This is an optimization exercise on Yosys and OpenROAD, whose aim is a short achievable clock period and few clock cycles, not a production implementation. The RTL was checked by simulation tests, not by an equivalence proof against the original design. Power and IR drop assume default switching activity.

<file path="flow/design.v">
module orca_instruction_fetch (
  input             clk,
  input             reset,
  input             stall,
  input      [31:0] pc_corr,
  input             pc_corr_en,
  output     [31:0] instr_out,
  output reg [31:0] pc_out,
  output reg        br_taken,
  output            valid_instr_out,
  output     [31:0] read_address,
  output            read_en,
  input      [31:0] read_data,
  input             read_datavalid,
  input             read_wait
);
  localparam [31:0] RESET_VECTOR = 32'h00000200;
  reg        correction_en;
  reg [31:0] program_counter;
  reg [31:0] predicted_pc;
  reg [31:0] saved_address;
  reg        saved_address_en;
  reg [31:0] saved_instr;
  reg        saved_instr_en;
  wire        if_stall    = stall | read_wait;
  wire [31:0] next_pc     = pc_corr_en ? pc_corr : predicted_pc;
  wire        valid_instr = read_datavalid & ~pc_corr_en & ~correction_en;
  assign read_en = ~reset;
  always @(posedge clk) begin
    if (pc_corr_en)
      correction_en <= 1'b1;
    else if (read_datavalid)
      correction_en <= 1'b0;
    if (reset)
      correction_en <= 1'b0;
  end
  always @(posedge clk) begin
    if (pc_corr_en | ~if_stall) begin
      program_counter <= next_pc;
      pc_out          <= program_counter;
    end
    saved_address_en <= read_wait;
    saved_address    <= program_counter;
    if (reset)
      program_counter <= RESET_VECTOR;
  end
  always @(posedge clk) begin
    br_taken <= 1'b0;
    if (~if_stall)
      predicted_pc <= next_pc + 32'd4;
    if (reset)
      predicted_pc <= RESET_VECTOR + 32'd4;
  end
  assign instr_out       = saved_instr_en ? saved_instr : read_data;
  assign valid_instr_out = (valid_instr | saved_instr_en) & ~if_stall;
  assign read_address    = saved_address_en ? saved_address : program_counter;
  always @(posedge clk) begin
    if (if_stall & ~saved_instr_en) begin
      saved_instr    <= read_data;
      saved_instr_en <= valid_instr;
    end else if (~if_stall) begin
      saved_instr_en <= 1'b0;
    end
    if (reset)
      saved_instr_en <= 1'b0;
  end
endmodule
module orca_register_file (
  input         clk,
  input  [4:0]  rs1_sel,
  input  [4:0]  rs2_sel,
  input  [4:0]  writeback_sel,
  input  [31:0] writeback_data,
  input         writeback_enable,
  output [31:0] rs1_data,
  output [31:0] rs2_data
);
  reg [31:0] registers [0:31];
  reg [31:0] out1, out2, wb_data_latched;
  reg        read_during_write1, read_during_write2;
  always @(posedge clk) begin
    if (writeback_enable)
      registers[writeback_sel] <= writeback_data;
    out1 <= registers[rs1_sel];
    out2 <= registers[rs2_sel];
  end
  assign rs1_data = read_during_write1 ? wb_data_latched : out1;
  assign rs2_data = read_during_write2 ? wb_data_latched : out2;
  always @(posedge clk) begin
    read_during_write1 <= (rs1_sel == writeback_sel) & writeback_enable;
    read_during_write2 <= (rs2_sel == writeback_sel) & writeback_enable;
    wb_data_latched    <= writeback_data;
  end
endmodule
module orca_decode (
  input             clk,
  input             reset,
  input             stall,
  input             flush,
  input      [31:0] instruction,
  input             valid_input,
  input      [4:0]  wb_sel,
  input      [31:0] wb_data,
  input             wb_enable,
  output     [31:0] rs1_data,
  output     [31:0] rs2_data,
  output reg [19:0] sign_extension,
  input             br_taken_in,
  input      [31:0] pc_curr_in,
  output reg        br_taken_out,
  output reg [31:0] pc_curr_out,
  output reg [31:0] instr_out,
  output     [31:0] subseq_instr,
  output reg        valid_output
);
  reg        br_taken_latch;
  reg [31:0] pc_curr_latch;
  reg [31:0] instr_latch;
  reg        valid_latch;
  reg [31:0] outreg1, outreg2;
  wire [31:0] rs1_reg, rs2_reg;
  wire        write_en   = reset ? 1'b1 : wb_enable;
  wire [4:0]  write_addr = reset ? 5'd0 : wb_sel;
  wire [31:0] write_data = reset ? 32'd0 : wb_data;
  wire [4:0] rs1   = stall ? instr_latch[19:15] : instruction[19:15];
  wire [4:0] rs2   = stall ? instr_latch[24:20] : instruction[24:20];
  wire [4:0] rs1_p = stall ? instr_out[19:15] : instr_latch[19:15];
  wire [4:0] rs2_p = stall ? instr_out[24:20] : instr_latch[24:20];
  orca_register_file register_file_1 (
    .clk             (clk),
    .rs1_sel         (rs1),
    .rs2_sel         (rs2),
    .writeback_sel   (write_addr),
    .writeback_data  (write_data),
    .writeback_enable(write_en),
    .rs1_data        (rs1_reg),
    .rs2_data        (rs2_reg)
  );
  always @(posedge clk) begin
    if (~stall) begin
      sign_extension <= {20{instr_latch[31]}};
      br_taken_latch <= br_taken_in;
      pc_curr_latch  <= pc_curr_in;
      instr_latch    <= instruction;
      valid_latch    <= valid_input;
      br_taken_out <= br_taken_latch;
      pc_curr_out  <= pc_curr_latch;
      instr_out    <= instr_latch;
      valid_output <= valid_latch;
    end
    if (wb_sel == rs1_p && wb_enable)
      outreg1 <= wb_data;
    else if (~stall)
      outreg1 <= rs1_reg;
    if (wb_sel == rs2_p && wb_enable)
      outreg2 <= wb_data;
    else if (~stall)
      outreg2 <= rs2_reg;
    if (reset | flush) begin
      valid_output <= 1'b0;
      valid_latch  <= 1'b0;
    end
  end
  assign subseq_instr = instr_latch;
  assign rs1_data     = outreg1;
  assign rs2_data     = outreg2;
endmodule
module orca_arithmetic_unit (
  input             clk,
  input             stall_in,
  input             valid,
  input      [31:0] rs1_data,
  input      [31:0] rs2_data,
  input      [31:0] instruction,
  input      [19:0] sign_extension,
  input      [31:0] program_counter,
  output reg [31:0] data_out,
  output reg        data_enable,
  output            illegal_alu_instr,
  output            less_than,
  output            stall_out
);
  localparam [6:0] OP     = 7'b0110011;
  localparam [6:0] OP_IMM = 7'b0010011;
  localparam [6:0] LUI    = 7'b0110111;
  localparam [6:0] AUIPC  = 7'b0010111;
  wire [2:0] func3  = instruction[14:12];
  wire [6:0] func7  = instruction[31:25];
  wire [6:0] opcode = instruction[6:0];
  wire        is_immediate    = ~instruction[5];
  wire [31:0] immediate_value = {sign_extension, instruction[31:20]};
  wire [31:0] data1 = rs1_data;
  wire [31:0] data2 = is_immediate ? immediate_value : rs2_data;
  wire [4:0]  shift_amt = data2[4:0];
  wire [32:0] shifted_value = {instruction[30] & rs1_data[31], rs1_data};
  wire unsigned_cmp = (func3 == 3'b110) | (func3 == 3'b111) | (func3 == 3'b011);
  wire op1_msb = unsigned_cmp ? 1'b0 : data1[31];
  wire op2_msb = unsigned_cmp ? 1'b0 : data2[31];
  wire [32:0] op1 = {op1_msb, data1};
  wire [32:0] op2 = {op2_msb, data2};
  reg is_add;
  always @(*) begin
    case (instruction[6:5])
      2'b00:   is_add = (func3 == 3'b000);
      2'b01:   is_add = (func3 == 3'b000) & ~instruction[30];
      default: is_add = 1'b0;
    endcase
  end
  wire [32:0] sub = is_add ? op1 + op2 : op1 - op2;
  wire [32:0] left_tmp  = shifted_value << shift_amt;
  wire [32:0] right_tmp = $signed(shifted_value) >>> shift_amt;
  wire [31:0] lshifted_result = left_tmp[31:0];
  wire [31:0] rshifted_result = right_tmp[31:0];
  assign less_than = sub[32];
  wire [31:0] slt_val = {31'd0, sub[32]};
  wire [31:0] upper_immediate = {instruction[31:12], 12'd0};
  reg [31:0] base_result;
  always @(*) begin
    case (func3)
      3'b000:  base_result = sub[31:0];
      3'b001:  base_result = lshifted_result;
      3'b010:  base_result = slt_val;
      3'b011:  base_result = slt_val;
      3'b100:  base_result = data1 ^ data2;
      3'b101:  base_result = rshifted_result;
      3'b110:  base_result = data1 | data2;
      default: base_result = data1 & data2;
    endcase
  end
  always @(posedge clk) begin
    data_enable <= 1'b0;
    if (~stall_in) begin
      case (opcode)
        OP: begin
          data_enable <= valid;
          data_out    <= base_result;
        end
        OP_IMM: begin
          data_enable <= valid;
          data_out    <= base_result;
        end
        LUI: begin
          data_enable <= valid;
          data_out    <= upper_immediate;
        end
        AUIPC: begin
          data_enable <= valid;
          data_out    <= upper_immediate + program_counter;
        end
        default: ;
      endcase
    end
  end
  assign stall_out = 1'b0;
  assign illegal_alu_instr = ~((func7 == 7'b0000000) |
                               ((func7 == 7'b0100000) & ((func3 == 3'b000) | (func3 == 3'b101))) |
                               (opcode != OP));
endmodule
module orca_branch_unit (
  input             clk,
  input             stall,
  input             valid,
  input             reset,
  input      [31:0] rs1_data,
  input      [31:0] rs2_data,
  input      [31:0] current_pc,
  input             br_taken_in,
  input      [31:0] instr,
  input             less_than,
  input      [19:0] sign_extension,
  output     [31:0] data_out,
  output            data_out_en,
  output     [31:0] new_pc,
  output            is_branch,
  output            br_taken_out,
  output            bad_predict
);
  localparam [6:0] JAL    = 7'b1101111;
  localparam [6:0] JALR   = 7'b1100111;
  localparam [6:0] BRANCH = 7'b1100011;
  wire [2:0] func3  = instr[14:12];
  wire [6:0] opcode = instr[6:0];
  wire eq_flg  = (rs1_data == rs2_data);
  wire leq_flg = less_than;
  reg branch_taken;
  always @(*) begin
    case (func3)
      3'b000:  branch_taken = eq_flg;
      3'b001:  branch_taken = ~eq_flg;
      3'b100:  branch_taken = leq_flg & ~eq_flg;
      3'b101:  branch_taken = ~leq_flg | eq_flg;
      3'b110:  branch_taken = leq_flg & ~eq_flg;
      3'b111:  branch_taken = ~leq_flg | eq_flg;
      default: branch_taken = 1'b0;
    endcase
  end
  wire [31:0] b_imm    = {sign_extension, instr[7], instr[30:25], instr[11:8], 1'b0};
  wire [31:0] jalr_imm = {sign_extension, instr[31:21], 1'b0};
  wire [31:0] jal_imm  = {{11{instr[31]}}, instr[31], instr[19:12], instr[20], instr[30:21], 1'b0};
  wire [31:0] branch_target  = b_imm + current_pc;
  wire [31:0] nbranch_target = 32'd4 + current_pc;
  wire [31:0] jalr_target    = jalr_imm + rs1_data;
  wire [31:0] jal_target     = jal_imm + current_pc;
  wire [31:0] target_pc = (opcode == JALR)   ? jalr_target :
                          (opcode == JAL)    ? jal_target :
                          (opcode == BRANCH) ? branch_target :
                                               nbranch_target;
  reg        valid_branch_instr;
  reg        br_taken_latch;
  reg [31:0] target_pc_latch;
  reg [31:0] nbranch_latch;
  reg        branch_taken_latch;
  reg        jal_op, jalr_op, br_op;
  always @(posedge clk) begin
    if (reset) begin
      valid_branch_instr <= 1'b0;
      br_taken_latch     <= 1'b0;
    end else begin
      valid_branch_instr <= valid & ~stall;
      if (~stall) begin
        br_taken_latch     <= br_taken_in;
        target_pc_latch    <= target_pc;
        branch_taken_latch <= branch_taken;
        jal_op             <= (opcode == JAL);
        jalr_op            <= (opcode == JALR);
        br_op              <= (opcode == BRANCH);
        nbranch_latch      <= nbranch_target;
      end
    end
  end
  wire branch_taken_or_jump = (branch_taken_latch & br_op) | jal_op | jalr_op;
  assign data_out_en  = valid_branch_instr & (jal_op | jalr_op);
  assign br_taken_out = valid_branch_instr & branch_taken_or_jump;
  assign bad_predict  = valid_branch_instr & ((br_taken_latch != branch_taken_or_jump) | jalr_op);
  assign is_branch    = valid_branch_instr & (jal_op | br_op);
  assign new_pc       = branch_taken_or_jump ? target_pc_latch : nbranch_latch;
  assign data_out     = nbranch_latch;
endmodule
module orca_load_store_unit (
  input             clk,
  input             reset,
  input             valid,
  input      [31:0] rs1_data,
  input      [31:0] rs2_data,
  input      [31:0] instruction,
  input      [19:0] sign_extension,
  output            stalled,
  output reg [31:0] data_out,
  output            data_enable,
  output     [31:0] address,
  output     [3:0]  byte_en,
  output            write_en,
  output            read_en,
  output     [31:0] write_data,
  input      [31:0] read_data,
  input             waitrequest,
  input             readvalid
);
  localparam [6:0] STORE_INSTR = 7'b0100011;
  localparam [6:0] LOAD_INSTR  = 7'b0000011;
  wire [6:0] opcode = instruction[6:0];
  wire [2:0] fun3   = instruction[14:12];
  wire we = (opcode == STORE_INSTR) & valid;
  wire re = (opcode == LOAD_INSTR) & valid;
  assign write_en = we;
  assign read_en  = re;
  wire [11:0] imm = instruction[5] ? {instruction[31:25], instruction[11:7]} : instruction[31:20];
  wire [31:0] address_unaligned = {sign_extension, imm} + rs1_data;
  wire [1:0]  a = address_unaligned[1:0];
  assign byte_en = (fun3 == 3'b000 && a == 2'b00) ? 4'b0001 :
                   (fun3 == 3'b000 && a == 2'b01) ? 4'b0010 :
                   (fun3 == 3'b000 && a == 2'b10) ? 4'b0100 :
                   (fun3 == 3'b000 && a == 2'b11) ? 4'b1000 :
                   (fun3 == 3'b001 && a == 2'b00) ? 4'b0011 :
                   (fun3 == 3'b001 && a == 2'b10) ? 4'b1100 :
                                                    4'b1111;
  wire [7:0] w3 = (a == 2'b11) ? rs2_data[7:0] : (a == 2'b10) ? rs2_data[15:8] : rs2_data[31:24];
  wire [7:0] w2 = (a == 2'b10) ? rs2_data[7:0] : rs2_data[23:16];
  wire [7:0] w1 = (a == 2'b01) ? rs2_data[7:0] : rs2_data[15:8];
  wire [7:0] w0 = rs2_data[7:0];
  assign write_data = {w3, w2, w1, w0};
  assign address    = {address_unaligned[31:2], 2'b00};
  reg [1:0] alignment;
  reg [2:0] latched_fun3;
  reg       expecting_data_valid;
  assign stalled = (waitrequest & (re | we)) | (expecting_data_valid & ~readvalid);
  always @(posedge clk) begin
    alignment    <= a;
    latched_fun3 <= fun3;
    if (re & ~waitrequest)
      expecting_data_valid <= 1'b1;
    else if (expecting_data_valid & readvalid)
      expecting_data_valid <= 1'b0;
    if (reset)
      expecting_data_valid <= 1'b0;
  end
  wire [7:0] r3 = read_data[31:24];
  wire [7:0] r2 = read_data[23:16];
  wire [7:0] r1 = (alignment == 2'b00) ? read_data[15:8] : read_data[31:24];
  wire [7:0] r0 = (alignment == 2'b00) ? read_data[7:0] :
                  (alignment == 2'b01) ? read_data[15:8] :
                  (alignment == 2'b10) ? read_data[23:16] : read_data[31:24];
  always @(*) begin
    case (latched_fun3)
      3'b000:  data_out = {{24{r0[7]}}, r0};
      3'b001:  data_out = {{16{r1[7]}}, r1, r0};
      3'b100:  data_out = {24'd0, r0};
      3'b101:  data_out = {16'd0, r1, r0};
      default: data_out = {r3, r2, r1, r0};
    endcase
  end
  assign data_enable = readvalid;
endmodule
module orca_system_calls (
  input             clk,
  input             reset,
  input             valid,
  input      [31:0] rs1_data,
  input      [31:0] instruction,
  input             finished_instr,
  output reg [31:0] wb_data,
  output reg        wb_en,
  output     [31:0] to_host,
  input      [31:0] from_host,
  input      [31:0] current_pc,
  output reg [31:0] pc_correction,
  output reg        pc_corr_en,
  input             illegal_alu_instr
);
  localparam [31:0] MTVEC             = 32'h00000200;
  localparam [31:0] MACHINE_MODE_TRAP = 32'h000001C0;
  localparam [11:0] CSR_CYCLE    = 12'hC00;
  localparam [11:0] CSR_TIME     = 12'hC01;
  localparam [11:0] CSR_INSTRET  = 12'hC02;
  localparam [11:0] CSR_CYCLEH   = 12'hC80;
  localparam [11:0] CSR_TIMEH    = 12'hC81;
  localparam [11:0] CSR_INSTRETH = 12'hC82;
  localparam [11:0] CSR_MSTATUS  = 12'h300;
  localparam [11:0] CSR_MTVEC    = 12'h301;
  localparam [11:0] CSR_MEPC     = 12'h341;
  localparam [11:0] CSR_MCAUSE   = 12'h342;
  localparam [11:0] CSR_MTOHOST  = 12'h780;
  wire [11:0] csr     = instruction[31:20];
  wire [4:0]  zimm    = instruction[19:15];
  wire [2:0]  func3   = instruction[14:12];
  wire [4:0]  opcode  = instruction[6:2];
  wire [6:0]  opcode7 = instruction[6:0];
  reg [63:0] cycles;
  reg [63:0] instr_retired;
  reg        mstatus_ie;
  reg [31:0] mepc;
  reg        mcause_i;
  reg [3:0]  mcause_ex;
  reg [31:0] mtohost;
  always @(posedge clk) begin
    if (reset) begin
      cycles        <= 64'd0;
      instr_retired <= 64'd0;
    end else begin
      cycles <= cycles + 64'd1;
      if (finished_instr)
        instr_retired <= instr_retired + 64'd1;
    end
  end
  wire [31:0] mstatus = {31'd0, mstatus_ie};
  wire [31:0] mcause  = {mcause_i, 27'd0, mcause_ex};
  reg [31:0] csr_read_val;
  always @(*) begin
    case (csr)
      CSR_TIME:     csr_read_val = cycles[31:0];
      CSR_CYCLE:    csr_read_val = cycles[31:0];
      CSR_TIMEH:    csr_read_val = cycles[63:32];
      CSR_CYCLEH:   csr_read_val = cycles[63:32];
      CSR_INSTRET:  csr_read_val = instr_retired[31:0];
      CSR_INSTRETH: csr_read_val = instr_retired[63:32];
      CSR_MSTATUS:  csr_read_val = mstatus;
      CSR_MTVEC:    csr_read_val = MTVEC;
      CSR_MEPC:     csr_read_val = mepc;
      CSR_MCAUSE:   csr_read_val = mcause;
      default:      csr_read_val = 32'd0;
    endcase
  end
  wire [31:0] bit_sel  = rs1_data;
  wire [31:0] ibit_sel = {27'd0, zimm};
  reg [31:0] csr_write_val;
  always @(*) begin
    case (func3)
      3'b001:  csr_write_val = rs1_data;
      3'b010:  csr_write_val = csr_read_val | bit_sel;
      3'b011:  csr_write_val = csr_read_val & ~bit_sel;
      3'b101:  csr_write_val = ibit_sel;
      3'b110:  csr_write_val = csr_read_val | ibit_sel;
      3'b111:  csr_write_val = csr_read_val & ~ibit_sel;
      default: csr_write_val = 32'd0;
    endcase
  end
  wire csr_read_en = (func3 != 3'b000) & (func3 != 3'b100) & (opcode == 5'b11100);
  wire other_illegal = ((opcode == 5'b01100) | (opcode == 5'b00100)) ? illegal_alu_instr : 1'b0;
  wire legal_opcode =
    (opcode7 == 7'b0110111) |
    (opcode7 == 7'b0010111) |
    (opcode7 == 7'b1101111) |
    ((opcode7 == 7'b1100111) & (func3 == 3'b000)) |
    ((opcode7 == 7'b1100011) & (func3 != 3'b010) & (func3 != 3'b011)) |
    ((opcode7 == 7'b0000011) & (func3 != 3'b011) & (func3 != 3'b110) & (func3 != 3'b111)) |
    ((opcode7 == 7'b0100011) & ((func3 == 3'b000) | (func3 == 3'b001) | (func3 == 3'b010))) |
    (opcode7 == 7'b0010011) |
    (opcode7 == 7'b0110011) |
    ((opcode7 == 7'b0001111) & ({instruction[31:28], instruction[19:13], instruction[11:7]} == 16'h0000)) |
    (opcode7 == 7'b1110011);
  wire legal_instruction = legal_opcode & ~other_illegal;
  always @(posedge clk) begin
    wb_data    <= csr_read_val;
    pc_corr_en <= 1'b0;
    wb_en      <= 1'b0;
    if (valid) begin
      if (~legal_instruction) begin
        mcause_i      <= 1'b0;
        mcause_ex     <= 4'h2;
        pc_corr_en    <= 1'b1;
        pc_correction <= MACHINE_MODE_TRAP;
        mepc          <= current_pc;
      end else if (opcode == 5'b11100) begin
        wb_en <= csr_read_en;
        if ({zimm, func3} == 8'd0) begin
          if (csr == 12'h000) begin           
            mcause_i      <= 1'b0;
            mcause_ex     <= 4'h8;
            pc_corr_en    <= 1'b1;
            pc_correction <= MACHINE_MODE_TRAP;
            mepc          <= current_pc;
          end else if (csr == 12'h001) begin  
            mcause_i      <= 1'b0;
            mcause_ex     <= 4'h3;
            pc_corr_en    <= 1'b1;
            pc_correction <= MACHINE_MODE_TRAP;
            mepc          <= current_pc;
          end else if (csr == 12'h100) begin  
            pc_corr_en    <= 1'b1;
            pc_correction <= mepc;
          end
        end else begin
          case (csr)
            CSR_MTOHOST: mtohost <= csr_write_val;
            CSR_MEPC:    mepc    <= csr_write_val;
            default: ;
          endcase
        end
      end else if (instruction[31:2] == 30'h0000_0403) begin  
        pc_correction <= current_pc + 32'd4;
        pc_corr_en    <= 1'b1;
      end
    end
    if (reset) begin
      mtohost    <= 32'd0;
      mstatus_ie <= 1'b0;
      mcause_i   <= 1'b0;
      mcause_ex  <= 4'd0;
    end
  end
  assign to_host = mtohost;
endmodule
module orca_execute (
  input             clk,
  input             reset,
  input             valid_input,
  input             br_taken_in,
  input      [31:0] pc_current,
  input      [31:0] instruction,
  input      [31:0] subseq_instr,
  input      [31:0] rs1_data,
  input      [31:0] rs2_data,
  input      [19:0] sign_extension,
  output     [4:0]  wb_sel,
  output     [31:0] wb_data,
  output            wb_en,
  output     [31:0] to_host,
  input      [31:0] from_host,
  output     [31:0] pc_corr,
  output            pc_corr_en,
  output            stall_pipeline,
  output     [31:0] address,
  output     [3:0]  byte_en,
  output            write_en,
  output            read_en,
  output     [31:0] write_data,
  input      [31:0] read_data,
  input             waitrequest,
  input             datavalid
);
  localparam [4:0] LUI_OP   = 5'b01101;
  localparam [4:0] AUIPC_OP = 5'b00101;
  localparam [4:0] ALU_OP   = 5'b01100;
  localparam [4:0] ALUI_OP  = 5'b00100;
  wire [4:0] rd     = instruction[11:7];
  wire [4:0] opcode = instruction[6:2];
  wire [4:0] ni_rs1 = subseq_instr[19:15];
  wire [4:0] ni_rs2 = subseq_instr[24:20];
  wire [31:0] br_data_out, alu_data_out, ld_data_out, sys_data_out;
  wire        br_data_en, alu_data_en, ld_data_en, sys_data_en;
  wire        less_than, alu_stall, br_bad_predict, br_is_branch, br_taken_out;
  wire [31:0] br_new_pc, syscall_target;
  wire        syscall_en, ls_unit_waiting, illegal_alu_instr;
  reg        use_after_load_stall;
  reg [4:0]  rd_latch;
  reg        rs1_mux_alu, rs2_mux_alu;
  wire valid_instr = valid_input & ~use_after_load_stall;
  wire [31:0] rs1_data_fwd = rs1_mux_alu ? alu_data_out : rs1_data;
  wire [31:0] rs2_data_fwd = rs2_mux_alu ? alu_data_out : rs2_data;
  assign wb_data = sys_data_en ? sys_data_out :
                   ld_data_en  ? ld_data_out :
                   br_data_en  ? br_data_out :
                                 alu_data_out;
  assign wb_en  = (wb_sel != 5'd0) & (sys_data_en | ld_data_en | br_data_en | alu_data_en);
  assign wb_sel = rd_latch;
  assign stall_pipeline = (ls_unit_waiting | alu_stall | use_after_load_stall) & valid_input;
  wire current_alu = (opcode == LUI_OP) | (opcode == AUIPC_OP) |
                     (opcode == ALU_OP) | (opcode == ALUI_OP);
  always @(posedge clk) begin
    if (~stall_pipeline) begin
      rs1_mux_alu <= (rd == ni_rs1) & (rd != 5'd0) & valid_instr & current_alu;
      rs2_mux_alu <= (rd == ni_rs2) & (rd != 5'd0) & valid_instr & current_alu;
    end
    if (~ls_unit_waiting)
      rd_latch <= rd;
    use_after_load_stall <= 1'b0;
    if (((ni_rs2 == rd) | (ni_rs1 == rd)) & ~current_alu)
      use_after_load_stall <= valid_instr & ~stall_pipeline;
  end
  orca_arithmetic_unit alu (
    .clk              (clk),
    .stall_in         (stall_pipeline),
    .valid            (valid_instr),
    .rs1_data         (rs1_data_fwd),
    .rs2_data         (rs2_data_fwd),
    .instruction      (instruction),
    .sign_extension   (sign_extension),
    .program_counter  (pc_current),
    .data_out         (alu_data_out),
    .data_enable      (alu_data_en),
    .illegal_alu_instr(illegal_alu_instr),
    .less_than        (less_than),
    .stall_out        (alu_stall)
  );
  orca_branch_unit branch (
    .clk           (clk),
    .stall         (stall_pipeline),
    .valid         (valid_instr),
    .reset         (reset),
    .rs1_data      (rs1_data_fwd),
    .rs2_data      (rs2_data_fwd),
    .current_pc    (pc_current),
    .br_taken_in   (br_taken_in),
    .instr         (instruction),
    .less_than     (less_than),
    .sign_extension(sign_extension),
    .data_out      (br_data_out),
    .data_out_en   (br_data_en),
    .new_pc        (br_new_pc),
    .is_branch     (br_is_branch),
    .br_taken_out  (br_taken_out),
    .bad_predict   (br_bad_predict)
  );
  orca_load_store_unit ls_unit (
    .clk           (clk),
    .reset         (reset),
    .valid         (valid_instr),
    .rs1_data      (rs1_data_fwd),
    .rs2_data      (rs2_data_fwd),
    .instruction   (instruction),
    .sign_extension(sign_extension),
    .stalled       (ls_unit_waiting),
    .data_out      (ld_data_out),
    .data_enable   (ld_data_en),
    .address       (address),
    .byte_en       (byte_en),
    .write_en      (write_en),
    .read_en       (read_en),
    .write_data    (write_data),
    .read_data     (read_data),
    .waitrequest   (waitrequest),
    .readvalid     (datavalid)
  );
  orca_system_calls syscall (
    .clk              (clk),
    .reset            (reset),
    .valid            (valid_instr),
    .rs1_data         (rs1_data_fwd),
    .instruction      (instruction),
    .finished_instr   (valid_instr & ~stall_pipeline),
    .wb_data          (sys_data_out),
    .wb_en            (sys_data_en),
    .to_host          (to_host),
    .from_host        (from_host),
    .current_pc       (pc_current),
    .pc_correction    (syscall_target),
    .pc_corr_en       (syscall_en),
    .illegal_alu_instr(illegal_alu_instr)
  );
  assign pc_corr_en = syscall_en | br_bad_predict;
  assign pc_corr    = syscall_en ? syscall_target : br_new_pc;
endmodule
module orca (
  input         clk,
  input         reset,
  output [31:0] coe_to_host,
  input  [31:0] coe_from_host,
  output [31:0] coe_program_counter,
  output [31:0] avm_data_address,
  output [3:0]  avm_data_byteenable,
  output        avm_data_read,
  input  [31:0] avm_data_readdata,
  input  [1:0]  avm_data_response,
  output        avm_data_write,
  output [31:0] avm_data_writedata,
  output        avm_data_lock,
  input         avm_data_waitrequest,
  input         avm_data_readdatavalid,
  output [31:0] avm_instruction_address,
  output [3:0]  avm_instruction_byteenable,
  output        avm_instruction_read,
  input  [31:0] avm_instruction_readdata,
  input  [1:0]  avm_instruction_response,
  output        avm_instruction_write,
  output [31:0] avm_instruction_writedata,
  output        avm_instruction_lock,
  input         avm_instruction_waitrequest,
  input         avm_instruction_readdatavalid
);
  wire        if_valid_out;
  wire [31:0] d_instr, d_pc;
  wire        d_br_taken;
  wire        d_valid_out;
  wire [31:0] wb_data;
  wire [4:0]  wb_sel;
  wire        wb_en;
  wire [31:0] e_instr, e_subseq_instr, e_pc;
  wire        e_br_taken;
  wire        execute_stalled;
  wire [31:0] rs1_data, rs2_data;
  wire [19:0] sign_extension;
  wire [31:0] pc_corr;
  wire        pipeline_flush;
  wire [31:0] instr_address;
  assign coe_program_counter = instr_address;
  orca_instruction_fetch instr_fetch (
    .clk            (clk),
    .reset          (reset),
    .stall          (execute_stalled),
    .pc_corr        (pc_corr),
    .pc_corr_en     (pipeline_flush),
    .instr_out      (d_instr),
    .pc_out         (d_pc),
    .br_taken       (d_br_taken),
    .valid_instr_out(if_valid_out),
    .read_address   (instr_address),
    .read_en        (avm_instruction_read),
    .read_data      (avm_instruction_readdata),
    .read_datavalid (avm_instruction_readdatavalid),
    .read_wait      (avm_instruction_waitrequest)
  );
  wire d_valid = if_valid_out & ~pipeline_flush;
  orca_decode D (
    .clk           (clk),
    .reset         (reset),
    .stall         (execute_stalled),
    .flush         (pipeline_flush),
    .instruction   (d_instr),
    .valid_input   (d_valid),
    .wb_sel        (wb_sel),
    .wb_data       (wb_data),
    .wb_enable     (wb_en),
    .rs1_data      (rs1_data),
    .rs2_data      (rs2_data),
    .sign_extension(sign_extension),
    .br_taken_in   (d_br_taken),
    .pc_curr_in    (d_pc),
    .br_taken_out  (e_br_taken),
    .pc_curr_out   (e_pc),
    .instr_out     (e_instr),
    .subseq_instr  (e_subseq_instr),
    .valid_output  (d_valid_out)
  );
  wire e_valid = d_valid_out & ~pipeline_flush;
  orca_execute X (
    .clk           (clk),
    .reset         (reset),
    .valid_input   (e_valid),
    .br_taken_in   (e_br_taken),
    .pc_current    (e_pc),
    .instruction   (e_instr),
    .subseq_instr  (e_subseq_instr),
    .rs1_data      (rs1_data),
    .rs2_data      (rs2_data),
    .sign_extension(sign_extension),
    .wb_sel        (wb_sel),
    .wb_data       (wb_data),
    .wb_en         (wb_en),
    .to_host       (coe_to_host),
    .from_host     (coe_from_host),
    .pc_corr       (pc_corr),
    .pc_corr_en    (pipeline_flush),
    .stall_pipeline(execute_stalled),
    .address       (avm_data_address),
    .byte_en       (avm_data_byteenable),
    .write_en      (avm_data_write),
    .read_en       (avm_data_read),
    .write_data    (avm_data_writedata),
    .read_data     (avm_data_readdata),
    .waitrequest   (avm_data_waitrequest),
    .datavalid     (avm_data_readdatavalid)
  );
  assign avm_data_lock = 1'b0;
  assign avm_instruction_address    = instr_address;
  assign avm_instruction_byteenable = 4'b1111;
  assign avm_instruction_write      = 1'b0;
  assign avm_instruction_writedata  = 32'd0;
  assign avm_instruction_lock       = 1'b0;
endmodule
</file>
<file path="flow/run.sh">
#!/bin/bash
# synth_recipe.tcl (not shown) runs the flow's synth.tcl, then flattens the netlist and writes it again
# the make line also repeats each setting of config.mk as NAME=value (left out here)
make -C /OpenROAD-flow-scripts/flow DESIGN_CONFIG=/design/flow/config.mk WORK_HOME=/design/flow/orfs CLKGATE_MAP_FILE= SYNTH_SCRIPT=/design/flow/synth_recipe.tcl finish
</file>
<file path="flow/config.mk">
export PLATFORM = sky130hd
export DESIGN_NAME = orca
export DESIGN_NICKNAME = orca
export VERILOG_FILES = /design/flow/design.v
export SDC_FILE = /design/flow/constraint.sdc
export NUM_CORES = 4
export LEC_CHECK = 0
export CAP_MARGIN = 20
export CORE_MARGIN = 2
export CORE_UTILIZATION = 40
export SLEW_MARGIN = 20
</file>
<file path="flow/constraint.sdc">
create_clock -name core_clock -period 9.0 [get_ports {clk}]
set_input_delay 1.8000 -clock core_clock [delete_from_list [all_inputs] [get_ports {clk}]]
set_output_delay 1.8000 -clock core_clock [all_outputs]
set_load 0.01 [all_outputs]
</file>
==> impl_metrics.toml <==
[worst_setup_path]
reg2reg_depth = 18
worst-path-buf-inv = 4
crit_arrival_ns = 5.92
timing.rr.end = "X.branch.branch_taken_latch"
endpoint = "avm_data_address[28]"
crit_path_start = "X.rs1_mux_alu"
cp.required_ns = 7.20
critical_path.slowest_cell = "edfxtp_1"
crit_path_frequent_cell = "a21oi_1"
path_cells = "buf_4, mux2i_1, buf_4, inv_1, fa_1, a21o_1, a21oi_1, o21bai_1, a21oi_1, nor2b_1, o21a_1, nor2_1, o21ai_0, a21oi_1, xnor2_1, clkdlybuf4s50_1"
path_class = "reg -> out"
slowest_delay_ns = 0.63
cp_max_fo = 10
cp_top_family = "compound AO/OA/AOI/OAI gates"
startpoint_type = "register"
r2r_start = "X.rs2_mux_alu"
reg2reg_slack_ns = 1.85
endpoint_kind = "primary output"
worst-path-stages = 16

[worst_hold_path]
hp-class = "reg -> reg"

[synthesis]
synthFlopType = "edfxtp_1"
synth_fa_ha_area_share_pct = 2.56
synth-compound-area-share_pct = 11.9
netlist_area_mm2 = 0.0976
yosys_warnings = 8
synth-edff-count = 1451
ys_seq_area_share_pct = 52.9
synthSimpleGateAreaFrac_pct = 10.3
synth_top_family_by_area = "multiplexers"
syn_area_per_cell_um2 = 12.0
synth_cell_types = 89
synth-seq-cells = 1856
ys_async_sr_fraction_pct = 0
synthXorXnorAreaFrac_pct = 3.14
synthMuxAreaShare_pct = 15.5
syn_inst = 8160

[power]
swShare_pct = 32.5
cellPowerDensity_mw_per_mm2 = 223
clkPwrFrac_pct = 33.8
sequentialPowerShare_pct = 40.7
p_switching_mw = 8.01
p_leak_nw = 38.5
combPwrFrac_pct = 25.4
peakVddDrop_mv = 0.173
p_int_mw = 16.6

[global_routing]
grt_pass1_vias = 70019
track_usage_pct = 30.1
grt_pass1_wl_mm = 535
overflow = 0
grt_max_degree = 102
antenna_found_initial = 39

[detailed_routing]
drtIter0Drc = 10112
drc = 0
final_antenna_net_count = 0
wire_per_inst_um = 33.0
wl_mm = 384
via_count = 73733
drtPass1Iterations = 9
viasPerCell = 6.33

[timing]
finalHoldViolations = 0
fin_skew_ns = 0.128
holdWs_ns = 0.387
fmax_ghz = 0.130
setup_tns_ns = 0
relSlewSlack_pct = 14.1
rsz0062_at_grt = "false"
tightest_slew_ns = 1.28
slew_violations = 0
finalCritPeriodShare_pct = 85.7
setup_viol = 0
fin_crit_ns = 7.72

[place]
gp_congestion = 1.09
io_buffer_count = 234
dp_hpwl_mm = 265

[clock_tree]
cts_root_buffer = "clkbuf_16"
cts_resized = 0
cts_tree = "yes"
cts_buffer_depth = 3
cts_num_sinks = 1856
cts-hold-fix-buffers = 0
clock_latency_ns = 0.90
numCtsBuffers = 194
clkTransAtPathRegs_ns = 0.06
post_cts.repair.setup_buffers = 0
cts_max_level = 4

[final_layout]
largest_reg_flops = 1024
syn2layout_area_growth_pct = 13.3
final_common_cell = "edfxtp_1"
drive_gt1_share_pct = 16.0
reg_top3 = "D.register_file_1.registers (1024), X.syscall.cycles (64), X.syscall.instr_retired (64)"
fin_nets = 8561
regMostFlops = "D.register_file_1.registers"
layout_common_cells = "edfxtp_1, nand2_1, a21oi_1"
n_fill_cell = 21860

[die]
die_h_um = 498
ios = 312
core_region_area_mm2 = 0.243
die_x_um = 498
rows = 181
die-area_mm2 = 0.248
start_util_pct = 40.2

[outcome]
status = "timing/DRC/antenna clean"

[flow_run]
cap_violations = 0
-- worst min path at each step --
stage                                    startpoint                            end  slack [ns]  depth (start not counted)
floorplan            instr_fetch.program_counter[9]   instr_fetch.saved_address[9]        0.36                          0
global placement    instr_fetch.program_counter[20]  instr_fetch.saved_address[20]        0.37                          0
detailed placement  instr_fetch.program_counter[20]  instr_fetch.saved_address[20]        0.38                          0
CTS                             D.pc_curr_latch[23]              D.pc_curr_out[23]        0.37                          0
global route                    D.pc_curr_latch[23]              D.pc_curr_out[23]        0.39                          0
finish              instr_fetch.program_counter[29]  instr_fetch.saved_address[29]        0.39                          0
-- cell families after synthesis --
family / count (synthesis)
muxes: 842
buffers and inverters: 787
other: 2
and+or+nand+nor: 2244
DFF: 1856
xor gates and xnor gates: 350
adders and majority gates: 196
AOI/OAI and AO/OA: 1883
-- synthesized netlist by cell type (115+ instances only) --
library cell  count  area share [%]
edfxtp_1       1451              45
nand2_1        1036             4.0
a21oi_1         882             4.5
nor2_1          535             2.1
mux4_2          521              12
dfxtp_1         405             8.3
clkbuf_1        367             1.4
o21ai_0         265             1.4
xnor2_1         225             2.0
mux2i_1         198             2.0
ha_1            190             2.4
a211oi_1        182             1.4
inv_1           154            0.59
nand3_1         130            0.67
xor2_1          125             1.1
mux2_2          115             1.3
-- power groups by stage --
stage | Clock [mW] | Combinational (mW) | Sequential, mW
after floorplan | 0 | 3.60 | 9.96
after CTS | 8.42 | 6.06 | 10.0
after detailed placement | 0 | 6.03 | 10.2
after global placement | 0 | 6.03 | 10.2
final | 8.34 | 6.27 | 10.0
after global routing | 8.75 | 6.54 | 10.0
-- metrics by stage --
| step | instances | instance area, um^2 | setup WS (ns) | utilization [%] | power, mW |
|---|---|---|---|---|---|
| after floorplan | 8199 | 97800 | 2.70 | - | 13.6 |
| after global placement | 11263 | 104000 | 2.03 | 42.7 | 16.2 |
| after detailed placement | 11264 | 104000 | 1.98 | 42.7 | 16.2 |
| after CTS | 11627 | 111000 | 1.33 | 45.5 | 24.5 |
| after global routing | 11631 | 111000 | 1.07 | 45.5 | 25.3 |
| final | 11641 | 111000 | 1.28 | 45.5 | 24.6 |
-- final cells by class --
| class | count | area, um^2 | area share [%] |
|---|---|---|---|
| Timing Repair Buffer | 489 | 4430 | 4.01 |
| Inverter | 162 | 613 | 0.554 |
| Multi-Input combinational cell | 5556 | 43200 | 39.1 |
| Antenna cell | 13 | 32.5 | 0.0294 |
| Clock inverter | 84 | 1150 | 1.04 |
| Sequential cell | 1856 | 51700 | 46.7 |
| Clock buffer | 279 | 5490 | 4.96 |
| Tap cell | 3202 | 4010 | 3.62 |
-- layer usage --
layer	vias up	global-route usage (%)	share of wire [%]
li1	31156	-	-
met1	37056	39.6	38
met2	4469	46.0	45
met3	1024	6.65	10
met4	28	17.2	6.6
met5	-	0	0.054
Testbench counts, summed over its fixed seeds: cycles 993,985.

-- port drivers added, routing unchanged --
The flow's constraints put no driver on any port. The routed layout listed below was extracted and timed again, unchanged, in two steps. Step 1 sets driving cells, clkbuf_16 on the clock port and buf_2 on the other inputs (assumed; they add their load-dependent delay and slew). Step 2, shift: input delay + t, output delay - t, t = (earliest + latest rising clock arrival at the registers) / 2. This alone moves slack from input paths to output paths. Three values: ideal ports, drivers, drivers and shift; two values: the first two.
t, ns: 0.927
setup WS [ns]: 1.283 / 1.188 / 1.822
worst setup path at the end: input to register
worst slew at a driven data input, ns: 0.06
After both steps this run still meets setup and hold. The setup slack of this run moves by -0.095 ns with the drivers and by +0.539 ns with both steps.
